Context: an optimization exercise on an open-source flow, tuned for small area. The choices shown serve that exercise and are no tape-out recipe.
At most, simulation tests tie the RTL to the original design; equivalence was not proved.
The RTL of run 4 was laid out without a check of its function.
Power and IR drop assume default switching activity.

File: flow/design.v
module blinking (
    input  logic        clk,
    input  logic        reset,
    input  logic        we,           
    input  logic [26:0] tnew,         
    output logic        led
);
    logic        valid;               
    logic [26:0] tqn;                 
    logic [31:0] counter;
    logic [31:0] cnext;
    logic [27:0] cy;                  
    logic [32:0] k;                   
    logic        ge;
    always_comb begin
        cy[0] = 1'b1;
        for (int i = 0; i < 27; i++)
            cy[i+1] = tqn[i] ? (counter[i+5] | cy[i]) : (counter[i+5] & cy[i]);
    end
    assign ge = !valid || cy[27];
    always_comb begin
        k[0] = 1'b1;
        for (int i = 0; i < 32; i++) begin
            cnext[i] = (counter[i] ^ k[i]) & !ge;
            k[i+1]   = k[i] & counter[i];
        end
    end
    always_ff @(posedge clk or posedge reset) begin
        if (reset) valid <= 1'b0;
        else if (we) valid <= 1'b1;
    end
    always_ff @(posedge clk) begin
        if (we) tqn <= ~tnew;
    end
    always_ff @(posedge clk) begin
        counter <= cnext;
    end
    always_ff @(posedge clk or posedge reset) begin
        if (reset)   led <= 1'b0;
        else if (ge) led <= ~led;
    end
endmodule
module blinking_led
   #(parameter W = 4)
   (
    input  logic clk,
    input  logic reset,
    input  logic cs,
    input  logic read,
    input  logic write,
    input  logic [4:0] addr,
    input  logic [31:0] wr_data,
    output logic [31:0] rd_data,
    output logic [W-1:0] led_out
   );
   logic        we;
   logic [26:0] tnew;
   assign we   = cs && write && (addr[4:2] == 3'd0);
   logic [26:0] x, y;
   assign x    = wr_data[26:0];
   assign tnew = y;
   logic s1;
   logic c2;
   logic s3;
   logic c4;
   logic s5;
   logic c6;
   logic s7;
   logic c8;
   logic s9;
   logic c10;
   logic s11;
   logic c12;
   logic s13;
   logic c14;
   logic s15;
   logic c16;
   logic s17;
   logic c18;
   logic s19;
   logic c20;
   logic s21;
   logic c22;
   logic s23;
   logic c24;
   logic s25;
   logic c26;
   logic s27;
   logic c28;
   logic s29;
   logic c30;
   logic s31;
   logic c32;
   logic s33;
   logic c34;
   logic s35;
   logic c36;
   logic s37;
   logic c38;
   logic s39;
   logic c40;
   logic s41;
   logic c42;
   logic s43;
   logic c44;
   logic s45;
   logic c46;
   logic s47;
   logic c48;
   logic s49;
   logic c50;
   logic s51;
   logic c52;
   logic s53;
   logic c54;
   logic s55;
   logic c56;
   logic s57;
   logic c58;
   logic s59;
   logic c60;
   logic s61;
   logic c62;
   logic s63;
   logic c64;
   logic s65;
   logic c66;
   logic s67;
   logic c68;
   logic s69;
   logic c70;
   logic s71;
   logic c72;
   logic s73;
   logic c74;
   logic s75;
   logic c76;
   logic s77;
   logic c78;
   logic s79;
   logic c80;
   logic s81;
   logic c82;
   logic s83;
   logic c84;
   logic s85;
   logic c86;
   logic s87;
   logic c88;
   logic s89;
   logic c90;
   logic s91;
   logic c92;
   logic s93;
   logic c94;
   logic s95;
   logic c96;
   logic s97;
   logic c98;
   logic s99;
   logic c100;
   logic s101;
   logic c102;
   logic s103;
   logic c104;
   logic s105;
   logic c106;
   logic s107;
   logic c108;
   logic s109;
   logic c110;
   logic s111;
   logic c112;
   logic s113;
   logic c114;
   logic s115;
   logic c116;
   logic s117;
   logic c118;
   logic s119;
   logic c120;
   logic s121;
   logic c122;
   logic s123;
   logic c124;
   logic s125;
   logic c126;
   logic s127;
   logic c128;
   logic s129;
   logic c130;
   logic s131;
   logic c132;
   logic s133;
   logic c134;
   logic s135;
   logic c136;
   logic s137;
   logic c138;
   logic s139;
   logic c140;
   logic s141;
   logic c142;
   logic s143;
   logic c144;
   logic s145;
   logic c146;
   logic s147;
   logic c148;
   logic s149;
   logic c150;
   logic s151;
   logic c152;
   logic s153;
   logic c154;
   logic s155;
   logic c156;
   logic s157;
   logic c158;
   logic s159;
   logic c160;
   logic s161;
   logic c162;
   logic s163;
   logic c164;
   logic s165;
   logic c166;
   logic s167;
   logic c168;
   logic s169;
   logic c170;
   logic s171;
   logic c172;
   logic s173;
   logic c174;
   logic s175;
   logic c176;
   logic s177;
   logic c178;
   logic s179;
   logic c180;
   logic s181;
   logic c182;
   logic s183;
   logic c184;
   logic s185;
   logic c186;
   logic s187;
   logic c188;
   logic s189;
   logic c190;
   logic s191;
   logic c192;
   logic s193;
   logic c194;
   logic s195;
   logic c196;
   logic s197;
   logic c198;
   logic s199;
   logic c200;
   logic s201;
   logic c202;
   logic s203;
   logic c204;
   logic s205;
   logic c206;
   logic q207;
   logic p208;
   logic q209;
   logic p210;
   logic q211;
   logic p212;
   logic q213;
   logic p214;
   logic q215;
   assign s1 = x[10] ^ x[8];
   assign c2 = x[10] & x[8];
   assign s3 = x[11] ^ x[9] ^ x[7];
   assign c4 = (x[11] & x[9]) | (x[11] & x[7]) | (x[9] & x[7]);
   assign s5 = x[6] ^ x[1];
   assign c6 = x[6] & x[1];
   assign s7 = x[12] ^ x[10] ^ x[8];
   assign c8 = (x[12] & x[10]) | (x[12] & x[8]) | (x[10] & x[8]);
   assign s9 = x[7] ^ x[2] ^ x[1];
   assign c10 = (x[7] & x[2]) | (x[7] & x[1]) | (x[2] & x[1]);
   assign s11 = x[13] ^ x[11] ^ x[9];
   assign c12 = (x[13] & x[11]) | (x[13] & x[9]) | (x[11] & x[9]);
   assign s13 = x[8] ^ x[3] ^ x[2];
   assign c14 = (x[8] & x[3]) | (x[8] & x[2]) | (x[3] & x[2]);
   assign s15 = x[14] ^ x[12] ^ x[10];
   assign c16 = (x[14] & x[12]) | (x[14] & x[10]) | (x[12] & x[10]);
   assign s17 = x[9] ^ x[4] ^ x[3];
   assign c18 = (x[9] & x[4]) | (x[9] & x[3]) | (x[4] & x[3]);
   assign s19 = x[15] ^ x[13] ^ x[11];
   assign c20 = (x[15] & x[13]) | (x[15] & x[11]) | (x[13] & x[11]);
   assign s21 = x[10] ^ x[5] ^ x[4];
   assign c22 = (x[10] & x[5]) | (x[10] & x[4]) | (x[5] & x[4]);
   assign s23 = x[16] ^ x[14] ^ x[12];
   assign c24 = (x[16] & x[14]) | (x[16] & x[12]) | (x[14] & x[12]);
   assign s25 = x[11] ^ x[6] ^ x[5];
   assign c26 = (x[11] & x[6]) | (x[11] & x[5]) | (x[6] & x[5]);
   assign s27 = x[17] ^ x[15] ^ x[13];
   assign c28 = (x[17] & x[15]) | (x[17] & x[13]) | (x[15] & x[13]);
   assign s29 = x[12] ^ x[7] ^ x[6];
   assign c30 = (x[12] & x[7]) | (x[12] & x[6]) | (x[7] & x[6]);
   assign s31 = x[18] ^ x[16] ^ x[14];
   assign c32 = (x[18] & x[16]) | (x[18] & x[14]) | (x[16] & x[14]);
   assign s33 = x[13] ^ x[8] ^ x[7];
   assign c34 = (x[13] & x[8]) | (x[13] & x[7]) | (x[8] & x[7]);
   assign s35 = x[19] ^ x[17] ^ x[15];
   assign c36 = (x[19] & x[17]) | (x[19] & x[15]) | (x[17] & x[15]);
   assign s37 = x[14] ^ x[9] ^ x[8];
   assign c38 = (x[14] & x[9]) | (x[14] & x[8]) | (x[9] & x[8]);
   assign s39 = x[20] ^ x[18] ^ x[16];
   assign c40 = (x[20] & x[18]) | (x[20] & x[16]) | (x[18] & x[16]);
   assign s41 = x[15] ^ x[10] ^ x[9];
   assign c42 = (x[15] & x[10]) | (x[15] & x[9]) | (x[10] & x[9]);
   assign s43 = x[21] ^ x[19] ^ x[17];
   assign c44 = (x[21] & x[19]) | (x[21] & x[17]) | (x[19] & x[17]);
   assign s45 = x[16] ^ x[11] ^ x[10];
   assign c46 = (x[16] & x[11]) | (x[16] & x[10]) | (x[11] & x[10]);
   assign s47 = x[22] ^ x[20] ^ x[18];
   assign c48 = (x[22] & x[20]) | (x[22] & x[18]) | (x[20] & x[18]);
   assign s49 = x[17] ^ x[12] ^ x[11];
   assign c50 = (x[17] & x[12]) | (x[17] & x[11]) | (x[12] & x[11]);
   assign s51 = x[23] ^ x[21] ^ x[19];
   assign c52 = (x[23] & x[21]) | (x[23] & x[19]) | (x[21] & x[19]);
   assign s53 = x[18] ^ x[13] ^ x[12];
   assign c54 = (x[18] & x[13]) | (x[18] & x[12]) | (x[13] & x[12]);
   assign s55 = x[24] ^ x[22] ^ x[20];
   assign c56 = (x[24] & x[22]) | (x[24] & x[20]) | (x[22] & x[20]);
   assign s57 = x[19] ^ x[14] ^ x[13];
   assign c58 = (x[19] & x[14]) | (x[19] & x[13]) | (x[14] & x[13]);
   assign s59 = x[25] ^ x[23] ^ x[21];
   assign c60 = (x[25] & x[23]) | (x[25] & x[21]) | (x[23] & x[21]);
   assign s61 = x[20] ^ x[15] ^ x[14];
   assign c62 = (x[20] & x[15]) | (x[20] & x[14]) | (x[15] & x[14]);
   assign s63 = x[26] ^ x[24] ^ x[22];
   assign c64 = (x[26] & x[24]) | (x[26] & x[22]) | (x[24] & x[22]);
   assign s65 = x[21] ^ x[16] ^ x[15];
   assign c66 = (x[21] & x[16]) | (x[21] & x[15]) | (x[16] & x[15]);
   assign s67 = x[5] ^ x[3];
   assign c68 = x[5] & x[3];
   assign s69 = x[6] ^ x[4] ^ x[2];
   assign c70 = (x[6] & x[4]) | (x[6] & x[2]) | (x[4] & x[2]);
   assign s71 = x[7] ^ x[5] ^ x[3];
   assign c72 = (x[7] & x[5]) | (x[7] & x[3]) | (x[5] & x[3]);
   assign s73 = x[8] ^ x[6] ^ x[4];
   assign c74 = (x[8] & x[6]) | (x[8] & x[4]) | (x[6] & x[4]);
   assign s75 = x[9] ^ x[7] ^ x[5];
   assign c76 = (x[9] & x[7]) | (x[9] & x[5]) | (x[7] & x[5]);
   assign s77 = s1 ^ x[6] ^ x[5];
   assign c78 = (s1 & x[6]) | (s1 & x[5]) | (x[6] & x[5]);
   assign s79 = s3 ^ s5 ^ x[0];
   assign c80 = (s3 & s5) | (s3 & x[0]) | (s5 & x[0]);
   assign s81 = s7 ^ s9 ^ c4;
   assign c82 = (s7 & s9) | (s7 & c4) | (s9 & c4);
   assign s83 = s11 ^ s13 ^ c8;
   assign c84 = (s11 & s13) | (s11 & c8) | (s13 & c8);
   assign s85 = s15 ^ s17 ^ c12;
   assign c86 = (s15 & s17) | (s15 & c12) | (s17 & c12);
   assign s87 = s19 ^ s21 ^ c16;
   assign c88 = (s19 & s21) | (s19 & c16) | (s21 & c16);
   assign s89 = s23 ^ s25 ^ c20;
   assign c90 = (s23 & s25) | (s23 & c20) | (s25 & c20);
   assign s91 = s27 ^ s29 ^ c24;
   assign c92 = (s27 & s29) | (s27 & c24) | (s29 & c24);
   assign s93 = s31 ^ s33 ^ c28;
   assign c94 = (s31 & s33) | (s31 & c28) | (s33 & c28);
   assign s95 = s35 ^ s37 ^ c32;
   assign c96 = (s35 & s37) | (s35 & c32) | (s37 & c32);
   assign s97 = s39 ^ s41 ^ c36;
   assign c98 = (s39 & s41) | (s39 & c36) | (s41 & c36);
   assign s99 = s43 ^ s45 ^ c40;
   assign c100 = (s43 & s45) | (s43 & c40) | (s45 & c40);
   assign s101 = s47 ^ s49 ^ c44;
   assign c102 = (s47 & s49) | (s47 & c44) | (s49 & c44);
   assign s103 = s51 ^ s53 ^ c48;
   assign c104 = (s51 & s53) | (s51 & c48) | (s53 & c48);
   assign s105 = s55 ^ s57 ^ c52;
   assign c106 = (s55 & s57) | (s55 & c52) | (s57 & c52);
   assign s107 = s59 ^ s61 ^ c56;
   assign c108 = (s59 & s61) | (s59 & c56) | (s61 & c56);
   assign s109 = s63 ^ s65 ^ c60;
   assign c110 = (s63 & s65) | (s63 & c60) | (s65 & c60);
   assign s111 = x[4] ^ x[2];
   assign c112 = x[4] & x[2];
   assign s113 = s67 ^ x[1] ^ x[0];
   assign c114 = (s67 & x[1]) | (s67 & x[0]) | (x[1] & x[0]);
   assign s115 = s69 ^ x[1] ^ c68;
   assign c116 = (s69 & x[1]) | (s69 & c68) | (x[1] & c68);
   assign s117 = s71 ^ x[2] ^ c70;
   assign c118 = (s71 & x[2]) | (s71 & c70) | (x[2] & c70);
   assign s119 = s73 ^ x[3] ^ c72;
   assign c120 = (s73 & x[3]) | (s73 & c72) | (x[3] & c72);
   assign s121 = s75 ^ x[4] ^ c74;
   assign c122 = (s75 & x[4]) | (s75 & c74) | (x[4] & c74);
   assign s123 = s77 ^ x[0] ^ c76;
   assign c124 = (s77 & x[0]) | (s77 & c76) | (x[0] & c76);
   assign s125 = s79 ^ c2 ^ c78;
   assign c126 = (s79 & c2) | (s79 & c78) | (c2 & c78);
   assign s127 = s81 ^ c6 ^ c80;
   assign c128 = (s81 & c6) | (s81 & c80) | (c6 & c80);
   assign s129 = s83 ^ c10 ^ c82;
   assign c130 = (s83 & c10) | (s83 & c82) | (c10 & c82);
   assign s131 = s85 ^ c14 ^ c84;
   assign c132 = (s85 & c14) | (s85 & c84) | (c14 & c84);
   assign s133 = s87 ^ c18 ^ c86;
   assign c134 = (s87 & c18) | (s87 & c86) | (c18 & c86);
   assign s135 = s89 ^ c22 ^ c88;
   assign c136 = (s89 & c22) | (s89 & c88) | (c22 & c88);
   assign s137 = s91 ^ c26 ^ c90;
   assign c138 = (s91 & c26) | (s91 & c90) | (c26 & c90);
   assign s139 = s93 ^ c30 ^ c92;
   assign c140 = (s93 & c30) | (s93 & c92) | (c30 & c92);
   assign s141 = s95 ^ c34 ^ c94;
   assign c142 = (s95 & c34) | (s95 & c94) | (c34 & c94);
   assign s143 = s97 ^ c38 ^ c96;
   assign c144 = (s97 & c38) | (s97 & c96) | (c38 & c96);
   assign s145 = s99 ^ c42 ^ c98;
   assign c146 = (s99 & c42) | (s99 & c98) | (c42 & c98);
   assign s147 = s101 ^ c46 ^ c100;
   assign c148 = (s101 & c46) | (s101 & c100) | (c46 & c100);
   assign s149 = s103 ^ c50 ^ c102;
   assign c150 = (s103 & c50) | (s103 & c102) | (c50 & c102);
   assign s151 = s105 ^ c54 ^ c104;
   assign c152 = (s105 & c54) | (s105 & c104) | (c54 & c104);
   assign s153 = s107 ^ c58 ^ c106;
   assign c154 = (s107 & c58) | (s107 & c106) | (c58 & c106);
   assign s155 = s109 ^ c62 ^ c108;
   assign c156 = (s109 & c62) | (s109 & c108) | (c62 & c108);
   assign s157 = x[2] ^ x[0];
   assign c158 = x[2] & x[0];
   assign s159 = x[3] ^ x[1] ^ c158;
   assign c160 = (x[3] & x[1]) | (x[3] & c158) | (x[1] & c158);
   assign s161 = s111 ^ x[0] ^ c160;
   assign c162 = (s111 & x[0]) | (s111 & c160) | (x[0] & c160);
   assign s163 = s113 ^ c112 ^ c162;
   assign c164 = (s113 & c112) | (s113 & c162) | (c112 & c162);
   assign s165 = s115 ^ c114 ^ c164;
   assign c166 = (s115 & c114) | (s115 & c164) | (c114 & c164);
   assign s167 = s117 ^ c116 ^ c166;
   assign c168 = (s117 & c116) | (s117 & c166) | (c116 & c166);
   assign s169 = s119 ^ c118 ^ c168;
   assign c170 = (s119 & c118) | (s119 & c168) | (c118 & c168);
   assign s171 = s121 ^ c120 ^ c170;
   assign c172 = (s121 & c120) | (s121 & c170) | (c120 & c170);
   assign s173 = s123 ^ c122 ^ c172;
   assign c174 = (s123 & c122) | (s123 & c172) | (c122 & c172);
   assign s175 = s125 ^ c124 ^ c174;
   assign c176 = (s125 & c124) | (s125 & c174) | (c124 & c174);
   assign s177 = s127 ^ c126 ^ c176;
   assign c178 = (s127 & c126) | (s127 & c176) | (c126 & c176);
   assign s179 = s129 ^ c128 ^ c178;
   assign c180 = (s129 & c128) | (s129 & c178) | (c128 & c178);
   assign s181 = s131 ^ c130 ^ c180;
   assign c182 = (s131 & c130) | (s131 & c180) | (c130 & c180);
   assign s183 = s133 ^ c132 ^ c182;
   assign c184 = (s133 & c132) | (s133 & c182) | (c132 & c182);
   assign s185 = s135 ^ c134 ^ c184;
   assign c186 = (s135 & c134) | (s135 & c184) | (c134 & c184);
   assign s187 = s137 ^ c136 ^ c186;
   assign c188 = (s137 & c136) | (s137 & c186) | (c136 & c186);
   assign s189 = s139 ^ c138 ^ c188;
   assign c190 = (s139 & c138) | (s139 & c188) | (c138 & c188);
   assign s191 = s141 ^ c140 ^ c190;
   assign c192 = (s141 & c140) | (s141 & c190) | (c140 & c190);
   assign s193 = s143 ^ c142 ^ c192;
   assign c194 = (s143 & c142) | (s143 & c192) | (c142 & c192);
   assign s195 = s145 ^ c144;
   assign c196 = s145 & c144;
   assign s197 = s147 ^ c146 ^ c196;
   assign c198 = (s147 & c146) | (s147 & c196) | (c146 & c196);
   assign s199 = s149 ^ c148 ^ c198;
   assign c200 = (s149 & c148) | (s149 & c198) | (c148 & c198);
   assign s201 = s151 ^ c150 ^ c200;
   assign c202 = (s151 & c150) | (s151 & c200) | (c150 & c200);
   assign s203 = s153 ^ c152 ^ c202;
   assign c204 = (s153 & c152) | (s153 & c202) | (c152 & c202);
   assign s205 = s155 ^ c154 ^ c204;
   assign c206 = (s155 & c154) | (s155 & c204) | (c154 & c204);
   assign y[21] = s195 ^ c194;
   assign q207 = c194 & s195;
   assign y[22] = s197 ^ q207;
   assign p208 = s195 & s197;
   assign q209 = c194 & p208;
   assign y[23] = s199 ^ q209;
   assign p210 = p208 & s199;
   assign q211 = c194 & p210;
   assign y[24] = s201 ^ q211;
   assign p212 = p210 & s201;
   assign q213 = c194 & p212;
   assign y[25] = s203 ^ q213;
   assign p214 = p212 & s203;
   assign q215 = c194 & p214;
   assign y[26] = s205 ^ q215;
   assign y[0] = x[0];
   assign y[1] = x[1];
   assign y[2] = s157;
   assign y[3] = s159;
   assign y[4] = s161;
   assign y[5] = s163;
   assign y[6] = s165;
   assign y[7] = s167;
   assign y[8] = s169;
   assign y[9] = s171;
   assign y[10] = s173;
   assign y[11] = s175;
   assign y[12] = s177;
   assign y[13] = s179;
   assign y[14] = s181;
   assign y[15] = s183;
   assign y[16] = s185;
   assign y[17] = s187;
   assign y[18] = s189;
   assign y[19] = s191;
   assign y[20] = s193;
   assign rd_data = 32'd0;
   genvar i;
   generate
      for (i = 0; i < W; i++) begin : g_led
         blinking led_i (.clk(clk), .reset(reset), .we(we && addr[1:0] == i),
                         .tnew(tnew), .led(led_out[i]));
      end
   endgenerate
endmodule
File: flow/flow/run.sh
#!/bin/bash
# Own layout flow: the standard flow with the standard synthesis unchanged, plus
#  - polopt.py: after synthesis, the full adders' polarities are chosen so that fewer
#    inverters sit between them (same logic function, same registers);
#  - cntopt.py: the counters' half adder + clear gate per bit rebuilt as xnor/xor + nor2 with
#    the carry chain in alternating polarity (same logic function, same registers);
#  - the port buffers made of the smallest buffer cell (buf_1) instead of the flow's pick;
#  - tiemerge.tcl: after global placement, one tie cell drives all the constant-0 output
#    ports instead of one tie cell per port;
#  - the clock tree built from clkbuf_16 in clusters of up to 25 sinks, with clkbuf_2 above
#    them, without dummy loads.
# Each tool's output goes to a log file of its own in this folder.
set -euo pipefail
R="$PWD/orfs/results/$FLOW_PLATFORM/blinking_led/base"
ARGS=(
  "BUFFER_PORTS_ARGS=-buffer_cell sky130_fd_sc_hd__buf_1"
  "CTS_ARGS=-sink_clustering_enable -repair_clock_nets -sink_clustering_size 28 -sink_clustering_max_diameter 110 -buf_list sky130_fd_sc_hd__clkbuf_16 -root_buf sky130_fd_sc_hd__clkbuf_2 -tree_buf sky130_fd_sc_hd__clkbuf_2 -dont_use_dummy_load"
)
bash standard.sh "$R/1_2_yosys.v" > make_synth.log 2>&1
cp "$R/1_2_yosys.v" "$R/1_2_yosys_standard.v"
python3 flow/polopt.py "$R/1_2_yosys_standard.v" "$R/1_2_yosys_polopt.v" > polopt.log 2>&1
python3 flow/cntopt.py "$R/1_2_yosys_polopt.v" "$R/1_2_yosys.v" > cntopt.log 2>&1
bash standard.sh "${ARGS[@]}" "$R/3_3_place_gp.odb" > make_place.log 2>&1
TIE_DB="$R/3_3_place_gp.odb" openroad -no_init -exit flow/tiemerge.tcl > tiemerge.log 2>&1
bash standard.sh "${ARGS[@]}" finish > make_finish.log 2>&1
File: flow/flow/cntopt.py
#!/usr/bin/env python3
"""Counter clean-up for a Yosys netlist of sky130 cells.

Synthesis builds each counter bit with a clear as a half adder (q ^ k, q & k) whose sum goes
through an and2 (or nor2b) with the clear into the flip-flop. This script rebuilds those bits
with the carry chain in alternating polarity:
    carry true  k : next = nor2(clr, xnor2(q, k)),  carry out kn = nand2(q, k)
    carry low  kn : next = nor2(clr, xor2(q, kn)),  carry out k  = nor2b(kn, q)
which computes the same functions with less area. Flip-flops, ports and all other cells are
left as they are.

usage: cntopt.py IN.v OUT.v
"""
import re
import sys
import collections

src = open(sys.argv[1]).read()
m = re.search(r"^module\s.*?;\n", src, re.S | re.M)
head_end = m.end()
body_start = re.search(r"^\s*sky130_fd_sc_hd__", src[head_end:], re.M).start() + head_end
endm = src.rindex("endmodule")
decls = src[head_end:body_start]
inst_text = src[body_start:endm]

inst_re = re.compile(r"\s*(sky130_fd_sc_hd__\w+)\s+(\\\S+ |\S+)\s*\((.*?)\);\n", re.S)
pin_re = re.compile(r"\.(\w+)\(([^()]*)\)")
insts = []
pos = 0
while pos < len(inst_text):
    mm = inst_re.match(inst_text, pos)
    if not mm:
        assert inst_text[pos:].strip() == "", "unparsed: " + inst_text[pos:pos + 200]
        break
    typ, name, body = mm.groups()
    insts.append([typ, name, [(p, n.strip()) for p, n in pin_re.findall(body)]])
    pos = mm.end()

OUT_PINS = {"X", "Y", "Q", "Q_N", "SUM", "COUT", "HI", "LO"}
driver = {}
loads = collections.defaultdict(list)
for i, (t, n, pins) in enumerate(insts):
    for p, net in pins:
        if p in OUT_PINS:
            driver[net] = (i, p)
        elif net:
            loads[net].append((i, p))

def typ(i):
    return insts[i][0].replace("sky130_fd_sc_hd__", "")

def pin(i, p):
    return dict(insts[i][2])[p]

new_cells = []
new_nets = []
removed = set()
cnt = [0]

def net():
    cnt[0] += 1
    nm = f"_cnt{cnt[0]}_"
    new_nets.append(nm)
    return nm

def cell(t, pins):
    cnt[0] += 1
    new_cells.append((f"sky130_fd_sc_hd__{t}", f"_cntc{cnt[0]}_", pins))

# the clear in true polarity, one net per clear-low net (an inverter where none exists)
clr_true = {}
def clear_of(gn):
    if gn in clr_true:
        return clr_true[gn]
    d = driver.get(gn)
    if d and re.match(r"(inv|clkinv)_\d+$", typ(d[0])):
        clr_true[gn] = pin(d[0], "A")
    else:
        c = net()
        cell("inv_1", [("A", gn), ("Y", c)])
        clr_true[gn] = c
    return clr_true[gn]

# candidate bits: ha -> (q, k, clear net (true) getter, gate index, flop D net)
cand = {}
for i, (t, n, pins) in enumerate(insts):
    if not re.match(r"ha_\d+$", typ(i)):
        continue
    s = pin(i, "SUM")
    if len(loads[s]) != 1:
        continue
    g, gp = loads[s][0]
    gt = typ(g)
    d_net = pin(g, "X") if gt.startswith("and2_") else pin(g, "Y") if gt.startswith("nor2b_") else None
    if d_net is None or len(loads[d_net]) != 1:
        continue
    f, fp = loads[d_net][0]
    if not re.match(r"dfxtp_\d+$", typ(f)) or fp != "D":
        continue
    q = pin(f, "Q")
    a, b = pin(i, "A"), pin(i, "B")
    if q == a:
        k = b
    elif q == b:
        k = a
    else:
        continue
    if gt.startswith("and2_"):
        other = pin(g, "B") if gp == "A" else pin(g, "A")
        clr = ("low", other)
    else:
        if gp != "B_N":
            continue
        clr = ("true", pin(g, "A"))
    cand[i] = dict(q=q, k=k, clr=clr, gate=g, d=d_net, cout=pin(i, "COUT"))

# chains: a candidate whose k is the COUT of another candidate follows it
cout_of = {c["cout"]: i for i, c in cand.items()}
starts = [i for i, c in cand.items() if c["k"] not in cout_of]
rewired = collections.defaultdict(dict)  # consumer inst -> {pin: new net}
done = 0
for st in starts:
    i = st
    k_net, k_low = cand[i]["k"], False
    while True:
        c = cand[i]
        clr = c["clr"][1] if c["clr"][0] == "true" else clear_of(c["clr"][1])
        x = net()
        cell("xor2_1" if k_low else "xnor2_1", [("A", c["q"]), ("B", k_net), ("X" if k_low else "Y", x)])
        cell("nor2_1", [("A", clr), ("B", x), ("Y", c["d"])])
        removed.add(i)
        removed.add(c["gate"])
        done += 1
        cout = c["cout"]
        users = [(u, p) for (u, p) in loads[cout]]
        nxt = [u for (u, p) in users if u in cand and cand[u]["k"] == cout]
        others = [(u, p) for (u, p) in users if not (u in cand and cand[u]["k"] == cout)]
        if not users:
            break
        nk = net()
        if k_low:
            cell("nor2b_1", [("A", k_net), ("B_N", c["q"]), ("Y", nk)])   # k = ~kn & q
        else:
            cell("nand2_1", [("A", c["q"]), ("B", k_net), ("Y", nk)])     # kn = ~(q & k)
        new_low = not k_low
        if others:
            if new_low:
                t = net()
                cell("inv_1", [("A", nk), ("Y", t)])
            else:
                t = nk
            for (u, p) in others:
                rewired[u][p] = t
        if not nxt:
            break
        i = nxt[0]
        k_net, k_low = nk, new_low

def esc(nm):
    return nm + " " if nm.startswith("\\") else nm

out = [src[:head_end], decls] + [f"  wire {nm};\n" for nm in new_nets]
for i, (t, n, pins) in enumerate(insts):
    if i in removed:
        continue
    pins = [(p, rewired[i].get(p, nt)) for p, nt in pins]
    out.append(f"  {t} {n}(\n" + ",\n".join(f"    .{p}({esc(nt)})" for p, nt in pins) + "\n  );\n")
for t, n, pins in new_cells:
    out.append(f"  {t} {n} (\n" + ",\n".join(f"    .{p}({esc(nt)})" for p, nt in pins) + "\n  );\n")
out.append(src[endm:])
open(sys.argv[2], "w").write("".join(out))
print(f"cntopt: rebuilt {done} counter bits in {len(starts)} chains")
File: flow/flow/polopt.py
#!/usr/bin/env python3
"""Inverter clean-up for a Yosys netlist of sky130 cells.

A full adder is self-dual: fa(~a, ~b, ~c) = (~sum, ~cout). Synthesis leaves inverters between
full adders wherever it picked the other polarity. This script chooses, for each full adder,
whether it computes its signals true or inverted so that as few inverters as possible are needed,
then rebuilds the inverters: every net keeps its logic function at every non-full-adder pin.
Registers, ports and all other cells are left as they are.

usage: polopt.py IN.v OUT.v
"""
import re
import sys
import collections
import math
import random

src = open(sys.argv[1]).read()
m = re.search(r"^module\s.*?;\n", src, re.S | re.M)
head_end = m.end()
body_start = re.search(r"^\s*sky130_fd_sc_hd__", src[head_end:], re.M).start() + head_end
endm = src.rindex("endmodule")
decls = src[head_end:body_start]
inst_text = src[body_start:endm]

inst_re = re.compile(r"\s*(sky130_fd_sc_hd__\w+)\s+(\\\S+ |\S+)\s*\((.*?)\);\n", re.S)
pin_re = re.compile(r"\.(\w+)\(([^()]*)\)")
insts = []
pos = 0
while pos < len(inst_text):
    mm = inst_re.match(inst_text, pos)
    if not mm:
        rest = inst_text[pos:].strip()
        assert rest == "", "unparsed: " + inst_text[pos:pos + 200]
        break
    typ, name, body = mm.groups()
    pins = [(p, n.strip()) for p, n in pin_re.findall(body)]
    insts.append([typ, name, pins])
    pos = mm.end()

OUT_PINS = {"X", "Y", "Q", "Q_N", "SUM", "COUT", "HI", "LO"}
ports_out = set()
for line in decls.splitlines():
    mo = re.match(r"\s*output\s+(\[(\d+):(\d+)\]\s+)?(\S+);", line)
    if mo:
        if mo.group(1):
            hi, lo = int(mo.group(2)), int(mo.group(3))
            for i in range(min(hi, lo), max(hi, lo) + 1):
                ports_out.add(f"{mo.group(4)}[{i}]")
        else:
            ports_out.add(mo.group(4))

def is_inv(t):
    return re.match(r"sky130_fd_sc_hd__(inv|clkinv)_\d+$", t) is not None

def is_fa(t):
    return re.match(r"sky130_fd_sc_hd__fa_\d+$", t) is not None

# inverters that may be removed: output not a port
inv_of = {}  # out net -> in net
removable = set()
for i, (t, n, pins) in enumerate(insts):
    if is_inv(t):
        d = dict(pins)
        if d["Y"] not in ports_out:
            inv_of[d["Y"]] = d["A"]
            removable.add(i)

def lit(net):
    ph = 0
    while net in inv_of:
        net = inv_of[net]
        ph ^= 1
    return net, ph

driver = {}
for i, (t, n, pins) in enumerate(insts):
    if i in removable:
        continue
    for p, net in pins:
        if p in OUT_PINS:
            driver[net] = (i, p)

# consumers: (inst, pin index, base, phase)
cons = []
for i, (t, n, pins) in enumerate(insts):
    if i in removable:
        continue
    for k, (p, net) in enumerate(pins):
        if p in OUT_PINS or net == "" or net.startswith("1'b"):
            continue
        b, ph = lit(net)
        cons.append((i, k, b, ph))

fa_ids = [i for i, (t, n, p) in enumerate(insts) if is_fa(t)]
flip = collections.defaultdict(int)
by_base = collections.defaultdict(list)
for c in cons:
    by_base[c[2]].append(c)
fa_bases = collections.defaultdict(set)  # fa -> bases it touches
for c in cons:
    if is_fa(insts[c[0]][0]):
        fa_bases[c[0]].add(c[2])
for b, (i, p) in driver.items():
    if is_fa(insts[i][0]):
        fa_bases[i].add(b)

def provided(b):
    d = driver.get(b)
    if d and is_fa(insts[d[0]][0]):
        return flip[d[0]]
    return 0

def cost(b):
    pv = provided(b)
    for (i, k, bb, ph) in by_base[b]:
        req = ph ^ (flip[i] if is_fa(insts[i][0]) else 0)
        if req != pv:
            return 1
    return 0

def total():
    return sum(cost(b) for b in by_base)

before = total()

def delta_flip(f):
    bs = fa_bases[f]
    c0 = sum(cost(b) for b in bs)
    flip[f] ^= 1
    c1 = sum(cost(b) for b in bs)
    flip[f] ^= 1
    return c1 - c0

# greedy descent, then simulated annealing from the best point found (fixed seed: repeatable)
improved = True
while improved:
    improved = False
    for f in fa_ids:
        if delta_flip(f) < 0:
            flip[f] ^= 1
            improved = True
rng = random.Random(1)
cur = total()
best, best_flip = cur, dict(flip)
steps = 200000
for step in range(steps):
    temp = 2.0 * (1 - step / steps) + 0.01
    f = rng.choice(fa_ids)
    d = delta_flip(f)
    if d <= 0 or rng.random() < math.exp(-d / temp):
        flip[f] ^= 1
        cur += d
        if cur < best:
            best, best_flip = cur, dict(flip)
flip.clear()
flip.update(best_flip)
after = total()

# rebuild
new_inv = {}
extra_decl = []
def inv_net(b):
    if b not in new_inv:
        nm = f"_pol{len(new_inv)}_"
        new_inv[b] = nm
        extra_decl.append(f"  wire {nm};\n")
    return new_inv[b]

for (i, k, b, ph) in cons:
    req = ph ^ (flip[i] if is_fa(insts[i][0]) else 0)
    p, _ = insts[i][2][k]
    insts[i][2][k] = (p, b if req == provided(b) else inv_net(b))

def esc(net):
    return net + " " if net.startswith("\\") else net

out = [src[:head_end], decls] + extra_decl
for i, (t, n, pins) in enumerate(insts):
    if i in removable:
        continue
    out.append(f"  {t} {n}(\n" + ",\n".join(f"    .{p}({esc(net)})" for p, net in pins) + "\n  );\n")
for k, (b, nm) in enumerate(new_inv.items()):
    out.append(f"  sky130_fd_sc_hd__inv_1 _polinv{k}_ (\n    .A({esc(b)}),\n    .Y({nm})\n  );\n")
out.append(src[endm:])
open(sys.argv[2], "w").write("".join(out))
print(f"polopt: {len(removable)} inverters before, {len(new_inv)} after "
      f"(bases needing one: {before} -> {after}); {sum(flip[f] for f in fa_ids)} of {len(fa_ids)} full adders flipped")
File: flow/flow/tiemerge.tcl
# Merge the tie cells that drive only output ports: one conb_1 per constant value drives all
# the ports that need that value (the flow's repair_tie_fanout gives each port its own).
set db_file $::env(TIE_DB)
read_db $db_file
set block [ord::get_db_block]
array set keep {}
set removed 0
foreach inst [$block getInsts] {
  if {[[$inst getMaster] getName] ne "sky130_fd_sc_hd__conb_1"} { continue }
  set used {}
  foreach it [$inst getITerms] {
    set n [$it getNet]
    if {$n ne "NULL" && [[$it getMTerm] getName] in {HI LO}} { lappend used [list [[$it getMTerm] getName] $n] }
  }
  if {[llength $used] != 1} { continue }
  lassign [lindex $used 0] pin net
  # only nets whose sole loads are ports
  if {[llength [$net getITerms]] != 1 || [llength [$net getBTerms]] == 0} { continue }
  if {![info exists keep($pin)]} { set keep($pin) $net; continue }
  foreach bt [$net getBTerms] { $bt connect $keep($pin) }
  odb::dbInst_destroy $inst
  odb::dbNet_destroy $net
  incr removed
}
puts "tiemerge: removed $removed tie cells"
write_db $db_file
File: flow/standard.sh
#!/bin/bash
# synth_recipe.tcl (not shown) runs the flow's synth.tcl, then flattens the netlist and writes it again
# the make line also repeats each setting of config.mk as NAME=value (left out here)
make -C /OpenROAD-flow-scripts/flow DESIGN_CONFIG=/design/flow/config.mk WORK_HOME=/design/flow/orfs CLKGATE_MAP_FILE= SYNTH_SCRIPT=/design/flow/synth_recipe.tcl "${@:-finish}"
File: flow/config.mk
export PLATFORM = sky130hd
export DESIGN_NAME = blinking_led
export DESIGN_NICKNAME = blinking_led
export VERILOG_FILES = /design/flow/design.v
export SDC_FILE = /design/flow/constraint.sdc
export NUM_CORES = 4
export LEC_CHECK = 0
export CAP_MARGIN = 20
export CORE_MARGIN = 2
export CORE_UTILIZATION = 40
export SLEW_MARGIN = 20
File: flow/constraint.sdc
create_clock -name core_clock -period 10.0 [get_ports {clk}]
set_input_delay 2.0000 -clock core_clock [delete_from_list [all_inputs] [get_ports {clk}]]
set_output_delay 2.0000 -clock core_clock [all_outputs]
set_load 0.01 [all_outputs]
==> flow_summary_export.csv, run 1 <==
group,metric,value,unit
power_and_ir_drop,finalPower,2.566,mW
power_and_ir_drop,power_density,197.0,mW/mm²
worst_setup_path,cp_common_cell,"fa_2",
clock_network,cts_hold_buf,0,
placement,numPortBuffers,39,
sta,hold_viol,0,
clock_network,cts_tree,"built",
sta,setup_viol,0,
run,maxCapViolCount,0,
sta,rsz0062_at_grt,"false",
routing,drc_errors,0,
routing,ant_nets,0,
sta,drv_slew,0,
final_layout,fillCellCount,2894,
grt,grt_pass1_wl,38780,µm
worst_setup_path,startpoint_type,"primary input",
synth,yosys_warnings,1,
clock_network,postCtsSetupBuffers,0,
die,chipHeight,179.2,µm
grt,grt_antenna_before_repair,4,
routing,first_pass_iters,5,
min_path,hold_path_class,"reg2reg",
sta,setup_ws,0.3551,ns
sta,period_needed,9.645,ns
grt,use_met3,0.01527,
die,core_area,0.03043,mm²
sta,fmax,103.7,MHz
die,io_pins,78,
grt,grt_pass1_vias,7444,
clock_network,cts-htree-levels,1,
worst_setup_path,cp-end-kind,"flop",
final_layout,layout.nets,1233,
die,die_w,179.2,µm
final_layout,drive_gt1_frac,0.05596,
sta,tightest_slew,0.7035,ns
final_layout,stdcell_area,0.01302,mm²
grt,met1_usage,0.2205,
clock_network,clkLatencyLatePin,0.75,ns
routing,wl_per_cell,16.16,µm
routing,routed_wl,24060,µm
power_and_ir_drop,ir_drop,0.0001089,V
routing,dr_total_vias,7437,
worst_setup_path,worstPathRequired,10.44,ns
sta,post-route-period-util,0.9645,
sta,tns,0,ns
placement,dpl_worst_slack,-0.4630,ns
final_layout,synthToLayoutAreaGrowth,6.074,%
clock_network,clk_pin_slew_worst_paths,0.11,ns
synth,netlist_instances,1068,
worst_setup_path,cpPeakStageDelay,0.42,ns
synth,avgSynthCellArea,11.50,µm²
sta,fin_skew,0.09691,ns
clock_network,clock_path_buffers,3,
clock_network,clock-root-buffer,"clkbuf_2",
clock_network,cts_sinks,244,
clock_network,cts_buffers,12,
outcome,status,"complete, no violations",
placement,place_area,0.01277,mm²
placement,placed_cells,1474,
sta,slew_headroom,0.5310,
power_and_ir_drop,p_leak,4.496,nW
die,rows,64,
die,start_util,0.4035,
final_layout,layout.cells.non_filler,1489,
die,die_area,0.03211,mm²
grt,grt_max_degree,34,
worst_setup_path,worst_ep_arrival_time,10.08,ns
worst_setup_path,crit_slowest_cell,"fa_2",
routing,drtIter0Drc,470,
synth,synth.cell_area,0.01228,mm²
grt,grtUsageMet2,0.2595,
grt,busiest_layer,"met2",
worst_setup_path,critical_path_class,"in2reg",
grt,grt_overflow_total,0,
worst_setup_path,cp_max_fo,4,
placement,place.detailed.hpwl,18400,µm
routing,via_per_inst,4.995,
placement,place_congestion,0.8699,
grt,grt_usage,0.1561,
[final cells by class]
class | instances | area, µm² | area share
tap | 396 | 495.5 | 0.03805
sequential | 244 | 6006 | 0.4612
inverter | 45 | 168.9 | 0.01297
timing repair buffer | 58 | 289.0 | 0.02219
antenna | 3 | 7.507 | 0.0005765
clock buffer | 12 | 240.2 | 0.01845
multi-input combinational | 731 | 5816 | 0.4466
[final timing paths]
kind                       cells after the start  slack (ns)                      start                          to
hold reg to reg                                1        0.46  g_led[2].led_i.counter[0]   g_led[2].led_i.counter[0]
hold / removal                                 1        0.46  g_led[2].led_i.counter[0]   g_led[2].led_i.counter[0]
setup reg to reg                              32        4.69  g_led[2].led_i.counter[0]  g_led[2].led_i.counter[31]
setup / recovery                              26        0.36                 wr_data[0]      g_led[2].led_i.tqn[25]
min in group asynchronous                      2        1.31                      reset        g_led[1].led_i.valid
max in group asynchronous                      2        8.18                      reset        g_led[2].led_i.valid
[report_power, final]
part	switching (mW)	internal [mW]
clock network	0.291	0.167
logic	0.557	0.273
registers	0.0204	1.26
[state kept, by name, summed over array words and instances (netlist names)]
name                 count
g_led.led_i.counter    128
g_led.led_i.tqn        108
g_led.led_i.valid        4
g_led.led_i.led          4
[critical path: cells and delay by family]
family	cells	cell delay [ns]
and+or+nand+nor	3	0.17
xor gates and xnor gates	1	0.32
buffers and inverters	3	0.27
adders and majority gates	19	7.32
[timing repair]
action / 4_1_cts / 5_1_grt
endpoints found under the setup margin: 0 / 4
hold endpoints to repair: 0 / 0
resized for setup: 0 / 1
[through the flow]
step	util	hold WS (ns)
6_report	0.4280	0.4640
5_1_grt	0.4279	0.4883
4_1_cts	0.4275	0.4673
3_5_place_dp	0.4196	0.4479
3_3_place_gp	0.4234	0.4342
2_1_floorplan	-	0.4260
[routing by layer]
layer / wire length [µm] / vias up
met5: 0 / -
met4: 437 / 0
met3: 856 / 25
met2: 11170 / 155
met1: 11590 / 3650
li1: - / 3607
[cells in the final DEF, fill, tap and decap left out, drive strengths merged, types with 12 or more instances in the layout]
master  instances
nor2          149
dfxtp         128
edfxtp        108
nand2          92
fa             92
xnor2          76
xor2           67
nor2b          65
buf            58
inv            45
o22ai          36
a21oi          25
a22oi          15
o21ai          14
a31oi          12
clkbuf         12
==> run 2, diff against run 1 <==
--- a/flow/flow/run.sh
+++ b/flow/flow/run.sh
@@ -9,3 +9,3 @@
 #    ports instead of one tie cell per port;
-#  - the clock tree built from clkbuf_16 in clusters of up to 25 sinks, with clkbuf_2 above
+#  - the clock tree built from clkbuf_16 in clusters of up to 28 sinks, with clkbuf_2 above
 #    them, without dummy loads.
==> run 2 against run 1 <==
Largest cell class unchanged. Via count stayed put. Final cell count stayed put. Synthesized cell count stayed put. Worst hold slack stayed put. Highest routed layer unchanged. Critical path type unchanged. Count of clock-buffer cells in the layout stayed put. Register-to-register slack hardly changed. Clock skew stayed put. Sequential power hardly changed.
==> flow_summary_export.csv, run 2 <==
group,metric,value,unit
outcome,status,"complete, no violations",
sta,fmax,103.7,MHz
worst_setup_path,cp-end-kind,"flop",
power_and_ir_drop,ir_drop,0.0001089,V
worst_setup_path,cp_max_fo,4,
sta,period_needed,9.645,ns
sta,tightest_slew,0.7035,ns
worst_setup_path,crit_family,"adder cells",
placement,numPortBuffers,39,
routing,dr_total_vias,7437,
routing,via_per_inst,4.995,
grt,grt_pass1_vias,7444,
die,start_util,0.4035,
sta,hold_ws,0.4640,ns
grt,grt_max_degree,34,
worst_setup_path,crit_slowest_cell,"fa_2",
power_and_ir_drop,clkPwrFrac,0.178,
routing,wl_per_cell,16.16,µm
power_and_ir_drop,p_seq_frac,0.498,
placement,place.detailed.hpwl,18400,µm
routing,routed_wl,24060,µm
placement,place_area,0.01277,mm²
clock_network,clk_pin_slew_worst_paths,0.11,ns
power_and_ir_drop,p_leak,4.496,nW
clock_network,clock_path_buffers,3,
grt,grt_pass1_wl,38780,µm
final_layout,drive_gt1_frac,0.05596,
sta,drv_slew,0,
synth,synth.cell_area,0.01228,mm²
grt,grt_overflow_total,0,
final_layout,most-common-layout-cells,"148 x nor2_1, 128 x dfxtp_1, 108 x edfxtp_1",
grt,grt_usage,0.1561,
power_and_ir_drop,swShare,0.3383,
sta,slew_headroom,0.5310,
worst_setup_path,cp_num_buf_inv,3,
routing,first_pass_iters,5,
final_layout,stdcell_area,0.01302,mm²
sta,setup_viol,0,
sta,fin_skew,0.09691,ns
clock_network,cts_sinks,244,
worst_setup_path,cpPeakStageDelay,0.42,ns
synth,yosys_warnings,1,
worst_setup_path,worstPathRequired,10.44,ns
routing,drc_errors,0,
clock_network,postCtsSetupBuffers,0,
clock_network,cts_buffers,12,
die,io_pins,78,
power_and_ir_drop,p_int,1.698,mW
routing,drtIter0Drc,470,
die,die_area,0.03211,mm²
worst_setup_path,cp_common_cell,"fa_2",
worst_setup_path,startpoint_type,"primary input",
power_and_ir_drop,p_switching,0.8680,mW
min_path,hold_path_class,"reg2reg",
grt,grt_antenna_before_repair,4,
placement,place_congestion,0.8699,
routing,ant_nets,0,
final_layout,largest_reg_flops,128,
die,core_area,0.03043,mm²
sta,post-route-period-util,0.9645,
clock_network,cts_hold_buf,0,
worst_setup_path,worst_ep_arrival_time,10.08,ns
clock_network,cts_tree,"built",
final_layout,layout.nets,1233,
final_layout,layout_commonest_cell,"nor2_1",
worst_setup_path,critical_path_class,"in2reg",
final_layout,reg_top3,"g_led.led_i.counter: 128 flops, g_led.led_i.tqn: 108 flops",
power_and_ir_drop,comb_power_share,0.323,
die,rows,64,
final_layout,fillCellCount,2894,
clock_network,cts-htree-levels,1,
sta,hold_viol,0,
power_and_ir_drop,power_density,197.0,mW/mm²
sta,rsz0062_at_grt,"false",
clock_network,clock-root-buffer,"clkbuf_2",
synth,netlist_instances,1068,
synth,avgSynthCellArea,11.50,µm²
run,maxCapViolCount,0,
final_layout,synthToLayoutAreaGrowth,6.074,%
clock_network,clkLatencyLatePin,0.75,ns
final_layout,largest-register,"g_led.led_i.counter",
die,die_w,179.2,µm
die,chipHeight,179.2,µm
run 2: per-stage QoR:
stage | instances | power, mW | util | TNS (ns) | setup WS, ns
floorplan | 1099 | 1.822 | - | 0 | 0.006754
global placement | 1505 | 2.127 | 0.4234 | -4.953 | -0.3774
detailed placement | 1474 | 2.149 | 0.4196 | -6.642 | -0.4630
CTS | 1486 | 2.603 | 0.4275 | 0 | 0.2049
global route | 1488 | 2.747 | 0.4279 | 0 | 0.04549
finish | 1489 | 2.566 | 0.4280 | 0 | 0.3551
run 2: worst paths after layout:
| path | from | to | slack, ns | cells past startpoint |
|---|---|---|---|---|
| min reg2reg | g_led[2].led_i.counter[0] | g_led[2].led_i.counter[0] | 0.46 | 1 |
| max in group asynchronous | reset | g_led[2].led_i.valid | 8.18 | 2 |
| max | wr_data[0] | g_led[2].led_i.tqn[25] | 0.36 | 26 |
| min | g_led[2].led_i.counter[0] | g_led[2].led_i.counter[0] | 0.46 | 1 |
| max reg2reg | g_led[2].led_i.counter[0] | g_led[2].led_i.counter[31] | 4.69 | 32 |
| min in group asynchronous | reset | g_led[1].led_i.valid | 1.31 | 2 |
run 2: cell type report:
class / count / area (µm²) / share of cell area
Clock buffer: 12 / 240.2 / 0.01845
Inverter: 45 / 168.9 / 0.01297
Antenna cell: 3 / 7.507 / 0.0005765
Multi-Input combinational cell: 731 / 5816 / 0.4466
Tap cell: 396 / 495.5 / 0.03805
Sequential cell: 244 / 6006 / 0.4612
Timing Repair Buffer: 58 / 289.0 / 0.02219
run 2: repair_timing:
action | 4_1_cts | 5_1_grt
resized for setup | 0 | 1
endpoints found under the hold margin | 0 | 0
endpoints found under the setup margin | 0 | 4
run 2: metal layers:
metal / global-route usage / wire length (µm) / vias to the layer above
met5: 0 / 0 / -
met2: 0.2595 / 11170 / 155
li1: - / - / 3607
met1: 0.2205 / 11590 / 3650
met4: 0.03831 / 437 / 0
met3: 0.01527 / 856 / 25
run 2: power groups by stage:
stage / Combinational, mW / Clock [mW] / Sequential [mW]
after CTS: 0.851 / 0.473 / 1.28
after global placement: 0.826 / 0 / 1.30
after global routing: 0.959 / 0.506 / 1.28
final: 0.829 / 0.458 / 1.28
after floorplan: 0.527 / 0 / 1.30
after detailed placement: 0.847 / 0 / 1.30
run 2: worst reg2reg max path, delay by kind of cell, from the launching register on:
family	cells	cell delay (ns)
simple gates	31	4.66
xor+xnor	1	0.15
flops	1	0.37
==> run 3, diff against run 2 <==
--- a/flow/design.v
+++ b/flow/design.v
@@ -276,2 +276,6 @@
    logic q215;
+   logic p216;
+   logic q217;
+   logic p218;
+   logic q219;
    assign s1 = x[10] ^ x[8];
@@ -466,8 +470,8 @@
    assign c190 = (s139 & c138) | (s139 & c188) | (c138 & c188);
-   assign s191 = s141 ^ c140 ^ c190;
-   assign c192 = (s141 & c140) | (s141 & c190) | (c140 & c190);
+   assign s191 = s141 ^ c140;
+   assign c192 = s141 & c140;
    assign s193 = s143 ^ c142 ^ c192;
    assign c194 = (s143 & c142) | (s143 & c192) | (c142 & c192);
-   assign s195 = s145 ^ c144;
-   assign c196 = s145 & c144;
+   assign s195 = s145 ^ c144 ^ c194;
+   assign c196 = (s145 & c144) | (s145 & c194) | (c144 & c194);
    assign s197 = s147 ^ c146 ^ c196;
@@ -482,17 +486,23 @@
    assign c206 = (s155 & c154) | (s155 & c204) | (c154 & c204);
-   assign y[21] = s195 ^ c194;
-   assign q207 = c194 & s195;
-   assign y[22] = s197 ^ q207;
-   assign p208 = s195 & s197;
-   assign q209 = c194 & p208;
-   assign y[23] = s199 ^ q209;
-   assign p210 = p208 & s199;
-   assign q211 = c194 & p210;
-   assign y[24] = s201 ^ q211;
-   assign p212 = p210 & s201;
-   assign q213 = c194 & p212;
-   assign y[25] = s203 ^ q213;
-   assign p214 = p212 & s203;
-   assign q215 = c194 & p214;
-   assign y[26] = s205 ^ q215;
+   assign y[19] = s191 ^ c190;
+   assign q207 = c190 & s191;
+   assign y[20] = s193 ^ q207;
+   assign p208 = s191 & s193;
+   assign q209 = c190 & p208;
+   assign y[21] = s195 ^ q209;
+   assign p210 = p208 & s195;
+   assign q211 = c190 & p210;
+   assign y[22] = s197 ^ q211;
+   assign p212 = p210 & s197;
+   assign q213 = c190 & p212;
+   assign y[23] = s199 ^ q213;
+   assign p214 = p212 & s199;
+   assign q215 = c190 & p214;
+   assign y[24] = s201 ^ q215;
+   assign p216 = p214 & s201;
+   assign q217 = c190 & p216;
+   assign y[25] = s203 ^ q217;
+   assign p218 = p216 & s203;
+   assign q219 = c190 & p218;
+   assign y[26] = s205 ^ q219;
    assign y[0] = x[0];
@@ -516,4 +526,2 @@
    assign y[18] = s189;
-   assign y[19] = s191;
-   assign y[20] = s193;
    assign rd_data = 32'd0;
--- a/flow/flow/run.sh
+++ b/flow/flow/run.sh
@@ -9,3 +9,3 @@
 #    ports instead of one tie cell per port;
-#  - the clock tree built from clkbuf_16 in clusters of up to 28 sinks, with clkbuf_2 above
+#  - the clock tree built from clkbuf_16 in clusters of up to 25 sinks, with clkbuf_2 above
 #    them, without dummy loads.
==> run 3 against run 2 <==
Register-to-register slack worse by 0.09 ns. Clock power hardly changed. Via count is 0.59% lower. Die area is 0.59% higher. Sequential power hardly changed. Fmax is 0.52% higher. Core utilization hardly changed. Count of clock-buffer cells in the layout stayed put. Synthesized cell count is 0.84% higher. Synthesized area is 0.60% higher. Flip-flop and latch count stayed put. Critical path depth is 1 lower.
==> flow_summary_export.csv, run 3 <==
group,metric,value,unit
outcome,status,"complete, no violations",
final_layout,drive_gt1_frac,0.04636,
sta,slew_headroom,0.5489,
final_layout,reg_top3,"g_led.led_i.counter: 128 flops, g_led.led_i.tqn: 108 flops",
sta,setup_viol,0,
worst_setup_path,r2r_setup_slack,4.60,ns
sta,fin_skew,0.1106,ns
sta,hold_ws,0.4652,ns
worst_setup_path,cp_max_fo,4,
die,chipHeight,179.7,µm
sta,setup_ws,0.4053,ns
worst_setup_path,reg2reg_from,"g_led[3].led_i.counter[0]",
clock_network,clock-root-buffer,"clkbuf_2",
power_and_ir_drop,finalPower,2.524,mW
sta,tightest_slew,0.6767,ns
sta,fmax,104.2,MHz
final_layout,layout.cells.non_filler,1497,
synth,yosys_warnings,1,
final_layout,largest-register,"g_led.led_i.counter",
die,io_pins,78,
clock_network,clk_pin_slew_worst_paths,0.11,ns
final_layout,multi_input_area,0.005859,mm²
routing,wl_per_cell,15.56,µm
final_layout,layout.nets,1243,
grt,grt_usage,0.1464,
run,maxCapViolCount,0,
worst_setup_path,cp_num_buf_inv,2,
worst_setup_path,cp-end-kind,"flop",
worst_setup_path,startpoint_type,"primary input",
placement,numPortBuffers,39,
min_path,holdCritStartpoint,"g_led[2].led_i.counter[0]",
worst_setup_path,crit_family,"adder cells",
sta,tns,0,ns
worst_setup_path,worstPathRequired,10.41,ns
worst_setup_path,cp_common_cell,"fa_1",
final_layout,synthToLayoutAreaGrowth,5.694,%
grt,grt_max_degree,33,
grt,grt_overflow_total,0,
placement,place_area,0.01280,mm²
clock_network,postCtsSetupBuffers,0,
routing,first_pass_iters,5,
clock_network,clkLatencyLatePin,0.76,ns
final_layout,largest_reg_flops,128,
synth,avgSynthCellArea,11.47,µm²
clock_network,cts_tree,"built",
clock_network,cts_sinks,244,
routing,drtIter0Drc,481,
clock_network,cts_hold_buf,0,
die,die_w,179.7,µm
worst_setup_path,crit_slowest_cell,"fa_1",
final_layout,most-common-layout-cells,"157 x nor2_1, 128 x dfxtp_1, 108 x edfxtp_1",
clock_network,cts_buffers,12,
die,start_util,0.4048,
sta,post-route-period-util,0.9595,
placement,place_congestion,0.7933,
synth,synth.cell_area,0.01235,mm²
power_and_ir_drop,p_leak,4.357,nW
placement,placed_cells,1484,
power_and_ir_drop,ir_drop,0.0001436,V
worst_setup_path,r2r_cells,32,
final_layout,stdcell_area,0.01305,mm²
worst_setup_path,reg2reg_to,"g_led[3].led_i.counter[31]",
grt,grt_antenna_before_repair,1,
die,rows,64,
clock_network,cts-htree-levels,1,
sta,drv_slew,0,
final_layout,layout_commonest_cell,"nor2_1",
routing,via_per_inst,4.939,
sta,hold_viol,0,
synth,netlist_instances,1077,
placement,dpl_worst_slack,-0.4673,ns
clock_network,cts_resized,0,
worst_setup_path,critical_path_class,"in2reg",
final_layout,seqCellArea,0.006006,mm²
routing,ant_nets,0,
clock_network,clock_path_buffers,3,
final_layout,post-route-util,0.4279,
routing,drc_errors,0,
final_layout,fillCellCount,2838,
min_path,hold_path_class,"reg2reg",
min_path,min_to,"g_led[2].led_i.counter[0]",
grt,grt_pass1_wl,38580,µm
die,die_area,0.03230,mm²
routing,dr_total_vias,7393,
sta,rsz0062_at_grt,"false",
placement,place.detailed.hpwl,17980,µm
routing,routed_wl,23290,µm
worst_setup_path,cpPeakStageDelay,0.49,ns
min_path,worstHoldPathCells,1,
worst_setup_path,worst_ep_arrival_time,10.00,ns
power_and_ir_drop,power_density,193.3,mW/mm²
grt,grt_pass1_vias,7359,
sta,period_needed,9.595,ns
die,core_area,0.03051,mm²
run 3: area by class of cell:
type | count | share of cell area
Clock buffer | 12 | 0.01840
Timing Repair Buffer | 59 | 0.02272
Antenna cell | 1 | 0.0001917
Inverter | 41 | 0.01179
Tap cell | 396 | 0.03796
Sequential cell | 244 | 0.4601
Multi-Input combinational cell | 744 | 0.4489
run 3: worst reg2reg max path: cells and delay by family (launching register included):
| kind | cells | cell delay, ns |
|---|---|---|
| AND/OR/NAND/NOR | 31 | 4.85 |
| flip-flops | 1 | 0.38 |
| XOR/XNOR | 1 | 0.15 |
run 3: worst max path at each step:
| stage | startpoint | end | cells after the start |
|---|---|---|---|
| after CTS | wr_data[0] | g_led[2].led_i.tqn[26] | 25 |
| after global routing | wr_data[0] | g_led[1].led_i.tqn[23] | 24 |
| final | wr_data[0] | g_led[0].led_i.tqn[26] | 25 |
| after global placement | wr_data[0] | g_led[1].led_i.tqn[26] | 25 |
| after detailed placement | wr_data[0] | g_led[3].led_i.tqn[26] | 25 |
| after floorplan | wr_data[0] | g_led[0].led_i.tqn[26] | 24 |
run 3: routing by layer:
metal	vias to the layer above	share of wire	track usage
li1	3656	-	-
met1	3574	0.47	0.2045
met2	137	0.48	0.2475
met3	26	0.030	0.01540
met4	0	0.020	0.03187
met5	-	0	0
run 3: where the power goes:
group,switching [mW],internal (mW),total [mW],leakage (nW)
clock,0.288,0.167,0.455,0.123
sequential,0.0198,1.26,1.28,2.10
combinational,0.513,0.281,0.794,2.13
==> run 4, diff against run 3 <==
--- a/flow/design.v
+++ b/flow/design.v
@@ -280,2 +280,6 @@
    logic q219;
+   logic p220;
+   logic q221;
+   logic p222;
+   logic q223;
    assign s1 = x[10] ^ x[8];
@@ -466,8 +470,8 @@
    assign c186 = (s135 & c134) | (s135 & c184) | (c134 & c184);
-   assign s187 = s137 ^ c136 ^ c186;
-   assign c188 = (s137 & c136) | (s137 & c186) | (c136 & c186);
+   assign s187 = s137 ^ c136;
+   assign c188 = s137 & c136;
    assign s189 = s139 ^ c138 ^ c188;
    assign c190 = (s139 & c138) | (s139 & c188) | (c138 & c188);
-   assign s191 = s141 ^ c140;
-   assign c192 = s141 & c140;
+   assign s191 = s141 ^ c140 ^ c190;
+   assign c192 = (s141 & c140) | (s141 & c190) | (c140 & c190);
    assign s193 = s143 ^ c142 ^ c192;
@@ -486,23 +490,29 @@
    assign c206 = (s155 & c154) | (s155 & c204) | (c154 & c204);
-   assign y[19] = s191 ^ c190;
-   assign q207 = c190 & s191;
-   assign y[20] = s193 ^ q207;
-   assign p208 = s191 & s193;
-   assign q209 = c190 & p208;
-   assign y[21] = s195 ^ q209;
-   assign p210 = p208 & s195;
-   assign q211 = c190 & p210;
-   assign y[22] = s197 ^ q211;
-   assign p212 = p210 & s197;
-   assign q213 = c190 & p212;
-   assign y[23] = s199 ^ q213;
-   assign p214 = p212 & s199;
-   assign q215 = c190 & p214;
-   assign y[24] = s201 ^ q215;
-   assign p216 = p214 & s201;
-   assign q217 = c190 & p216;
-   assign y[25] = s203 ^ q217;
-   assign p218 = p216 & s203;
-   assign q219 = c190 & p218;
-   assign y[26] = s205 ^ q219;
+   assign y[17] = s187 ^ c186;
+   assign q207 = c186 & s187;
+   assign y[18] = s189 ^ q207;
+   assign p208 = s187 & s189;
+   assign q209 = c186 & p208;
+   assign y[19] = s191 ^ q209;
+   assign p210 = p208 & s191;
+   assign q211 = c186 & p210;
+   assign y[20] = s193 ^ q211;
+   assign p212 = p210 & s193;
+   assign q213 = c186 & p212;
+   assign y[21] = s195 ^ q213;
+   assign p214 = p212 & s195;
+   assign q215 = c186 & p214;
+   assign y[22] = s197 ^ q215;
+   assign p216 = p214 & s197;
+   assign q217 = c186 & p216;
+   assign y[23] = s199 ^ q217;
+   assign p218 = p216 & s199;
+   assign q219 = c186 & p218;
+   assign y[24] = s201 ^ q219;
+   assign p220 = p218 & s201;
+   assign q221 = c186 & p220;
+   assign y[25] = s203 ^ q221;
+   assign p222 = p220 & s203;
+   assign q223 = c186 & p222;
+   assign y[26] = s205 ^ q223;
    assign y[0] = x[0];
@@ -524,4 +534,2 @@
    assign y[16] = s185;
-   assign y[17] = s187;
-   assign y[18] = s189;
    assign rd_data = 32'd0;
==> run 4 against run 3 <==
Flip-flop and latch count unchanged. Still clean on timing, DRC and antenna. Highest routed layer unchanged. Critical endpoint is now g_led[3].led_i.tqn[25]. Worst hold slack barely moved. Core utilization is 0.062 points lower. Critical path type unchanged. Routed wire length fell by 3.3%. Combinational power shrank 2.5%. Non-clock buffer count shrank 6. Sequential power is essentially flat.
==> flow_summary_export.csv, run 4 <==
group,metric,value,unit
outcome,status,"complete, no violations",
grt,grt_pass1_vias,7427,
grt,grt_overflow_total,0,
sta,slew_headroom,0.5186,
run,maxCapViolCount,0,
placement,place_congestion,0.7669,
worst_setup_path,reg2reg_to,"g_led[2].led_i.counter[31]",
final_layout,seqCellArea,0.006006,mm²
synth,avgSynthCellArea,11.41,µm²
clock_network,cts_sinks,244,
synth,netlist_instances,1085,
min_path,min_to,"g_led[0].led_i.counter[0]",
final_layout,layout.nets,1245,
die,die_w,179.9,µm
worst_setup_path,reg2reg_from,"g_led[2].led_i.counter[0]",
grt,grt_max_degree,33,
routing,drc_errors,0,
final_layout,reg_top3,"g_led.led_i.counter: 128 flops, g_led.led_i.tqn: 108 flops",
routing,wl_per_cell,15.02,µm
routing,first_pass_iters,6,
worst_setup_path,startpoint_type,"primary input",
sta,fin_skew,0.08999,ns
routing,drtIter0Drc,349,
routing,via_per_inst,4.885,
synth,synth.cell_area,0.01238,mm²
sta,drv_slew,0,
power_and_ir_drop,p_seq_frac,0.508,
min_path,hold_path_class,"reg2reg",
die,chipHeight,179.9,µm
sta,post-route-period-util,0.9079,
worst_setup_path,worst_ep_arrival_time,9.54,ns
final_layout,largest_reg_flops,128,
power_and_ir_drop,p_int,1.687,mW
min_path,holdCritStartpoint,"g_led[0].led_i.counter[0]",
power_and_ir_drop,p_leak,4.321,nW
worst_setup_path,cp-end-kind,"flop",
sta,fmax,110.1,MHz
clock_network,clk_pin_slew_worst_paths,0.11,ns
routing,routed_wl,22510,µm
min_path,worstHoldPathCells,1,
final_layout,layout_commonest_cell,"nor2_1",
die,io_pins,78,
routing,ant_nets,0,
clock_network,clkLatencyLatePin,0.76,ns
clock_network,cts_resized,0,
clock_network,cts-htree-levels,1,
worst_setup_path,cp_max_fo,4,
power_and_ir_drop,power_density,192.6,mW/mm²
grt,grt_antenna_before_repair,1,
final_layout,synthToLayoutAreaGrowth,5.307,%
worst_setup_path,r2r_setup_slack,4.63,ns
grt,grt_usage,0.1443,
power_and_ir_drop,comb_power_share,0.308,
worst_setup_path,r2r_cells,32,
placement,place.detailed.hpwl,17410,µm
sta,hold_viol,0,
die,die_area,0.03237,mm²
power_and_ir_drop,clkPwrFrac,0.183,
sta,period_needed,9.079,ns
final_layout,largest-register,"g_led.led_i.counter",
final_layout,multi_input_area,0.005886,mm²
clock_network,postCtsSetupBuffers,0,
final_layout,drive_gt1_frac,0.03448,
power_and_ir_drop,p_switching,0.8237,mW
final_layout,fillCellCount,2840,
clock_network,clock-root-buffer,"clkbuf_2",
grt,grt_pass1_wl,38280,µm
placement,placed_cells,1486,
routing,dr_total_vias,7323,
synth,yosys_warnings,1,
die,start_util,0.4057,
clock_network,cts_hold_buf,0,
sta,rsz0062_at_grt,"false",
sta,setup_viol,0,
power_and_ir_drop,swShare,0.3281,
placement,numPortBuffers,39,
final_layout,layout.cells.non_filler,1499,
sta,tns,0,ns
sta,tightest_slew,0.7208,ns
worst_setup_path,critical_path_class,"in2reg",
die,rows,64,
power_and_ir_drop,ir_drop,0.0001418,V
clock_network,cts_buffers,12,
final_layout,most-common-layout-cells,"158 x nor2_1, 128 x dfxtp_1, 108 x edfxtp_1",
clock_network,clock_path_buffers,3,
worst_setup_path,worstPathRequired,10.46,ns
die,core_area,0.03051,mm²
clock_network,cts_tree,"built",
## run 4: changes by cell type in the layout (fill, tap and decap cells not counted), moves of 3 or more
cell / before / now
nor3_1: 6 / 11
fa_1: 86 / 92
a22oi_1: 22 / 19
buf_4: 20 / 14
fa_2: 6 / 0
o21ai_0: 16 / 19
## run 4: worst max path at each step
stage / start / to / cells past startpoint
floorplan: wr_data[0] / g_led[0].led_i.tqn[26] / 22
global placement: wr_data[0] / g_led[3].led_i.tqn[26] / 23
detailed placement: wr_data[0] / g_led[3].led_i.tqn[25] / 22
CTS: wr_data[0] / g_led[3].led_i.tqn[25] / 22
global route: wr_data[2] / g_led[3].led_i.tqn[25] / 22
finish: wr_data[0] / g_led[3].led_i.tqn[25] / 22
## run 4: power by group through the flow
stage | sequential, mW | combinational, mW | clock [mW]
after floorplan | 1.29 | 0.550 | 0
after global placement | 1.30 | 0.795 | 0
after detailed placement | 1.30 | 0.815 | 0
after CTS | 1.28 | 0.816 | 0.478
after global routing | 1.28 | 0.906 | 0.511
final | 1.28 | 0.774 | 0.461
## run 4: worst max-delay path: stages
cell and delay [ns]:
buf_1 0.09, ha_1 0.20, fa_1 0.38, fa_1 0.43, fa_1 0.47, fa_1 0.46
fa_1 0.46, fa_1 0.46, fa_1 0.46, fa_1 0.46, fa_1 0.46, fa_1 0.46
fa_1 0.46, fa_1 0.46, fa_1 0.46, fa_1 0.48, inv_1 0.07, nor2_1 0.05
and3_1 0.22, nand4_1 0.15, nor3_1 0.11, xor2_1 0.30
## run 4: area by class of cell
cell class | instances | area share
repair buffers | 53 | 0.01929
multi-input cells | 752 | 0.4515
flip-flops and latches | 244 | 0.4607
diodes | 1 | 0.0001920
clock buffers | 12 | 0.01843
inverters | 41 | 0.01181
well taps | 396 | 0.03801
## run 4: routing by layer
layer,vias up,part of all wire,GRT usage
li1,3663,-,-
met1,3532,0.48,0.1997
met2,108,0.48,0.2454
met3,20,0.026,0.01580
met4,0,0.017,0.03089
met5,-,0,0
## run 4: per-stage QoR
| step | util | setup WS [ns] | total power, mW | hold slack, ns | cell area (µm²) |
|---|---|---|---|---|---|
| final | 0.4272 | 0.9209 | 2.511 | 0.4652 | 13040 |
| after floorplan | - | 0.6099 | 1.843 | 0.4260 | 12490 |
| after global routing | 0.4272 | 0.5339 | 2.697 | 0.4775 | 13040 |
| after detailed placement | 0.4193 | 0.1774 | 2.114 | 0.4479 | 12790 |
| after CTS | 0.4272 | 0.9206 | 2.570 | 0.4676 | 13030 |
| after global placement | 0.4231 | 0.2715 | 2.094 | 0.4344 | 12910 |

## re-timing with driven ports
The flow's constraints put no driver on any port. The routed layouts listed below were extracted and timed again, unchanged, in two steps.
Step 1 sets driving cells, clkbuf_16 on the clock port and buf_2 on the other inputs (assumed; they add their load-dependent delay and slew).
Step 2 adds t to the input delays and takes it off the output delays; t is the mean of the earliest and latest rising clock arrival at the registers after step 1. Input paths then give back, and output paths get back, about the clock's delay inside the block.
Slacks: no drivers / after step 1 / after step 2; pairs: no drivers / after step 1.
run	t, ns	slack for setup (ns)	worst register clock-pin slew, ns
run 1	0.744	0.355 / 0.374 / -0.369	0.11 / 0.11
run 2	0.744	0.355 / 0.374 / -0.369	0.11 / 0.11
run 3	0.748	0.405 / 0.425 / -0.323	0.11 / 0.11
run 4	0.752	0.921 / 0.939 / 0.187	0.11 / 0.11
With both steps, setup timing fails in run 1, run 2 and run 3, where it was met with ideal ports. The setup slack of run 4, which loses most, moves by +0.018 ns with the drivers and by -0.734 ns with both steps.
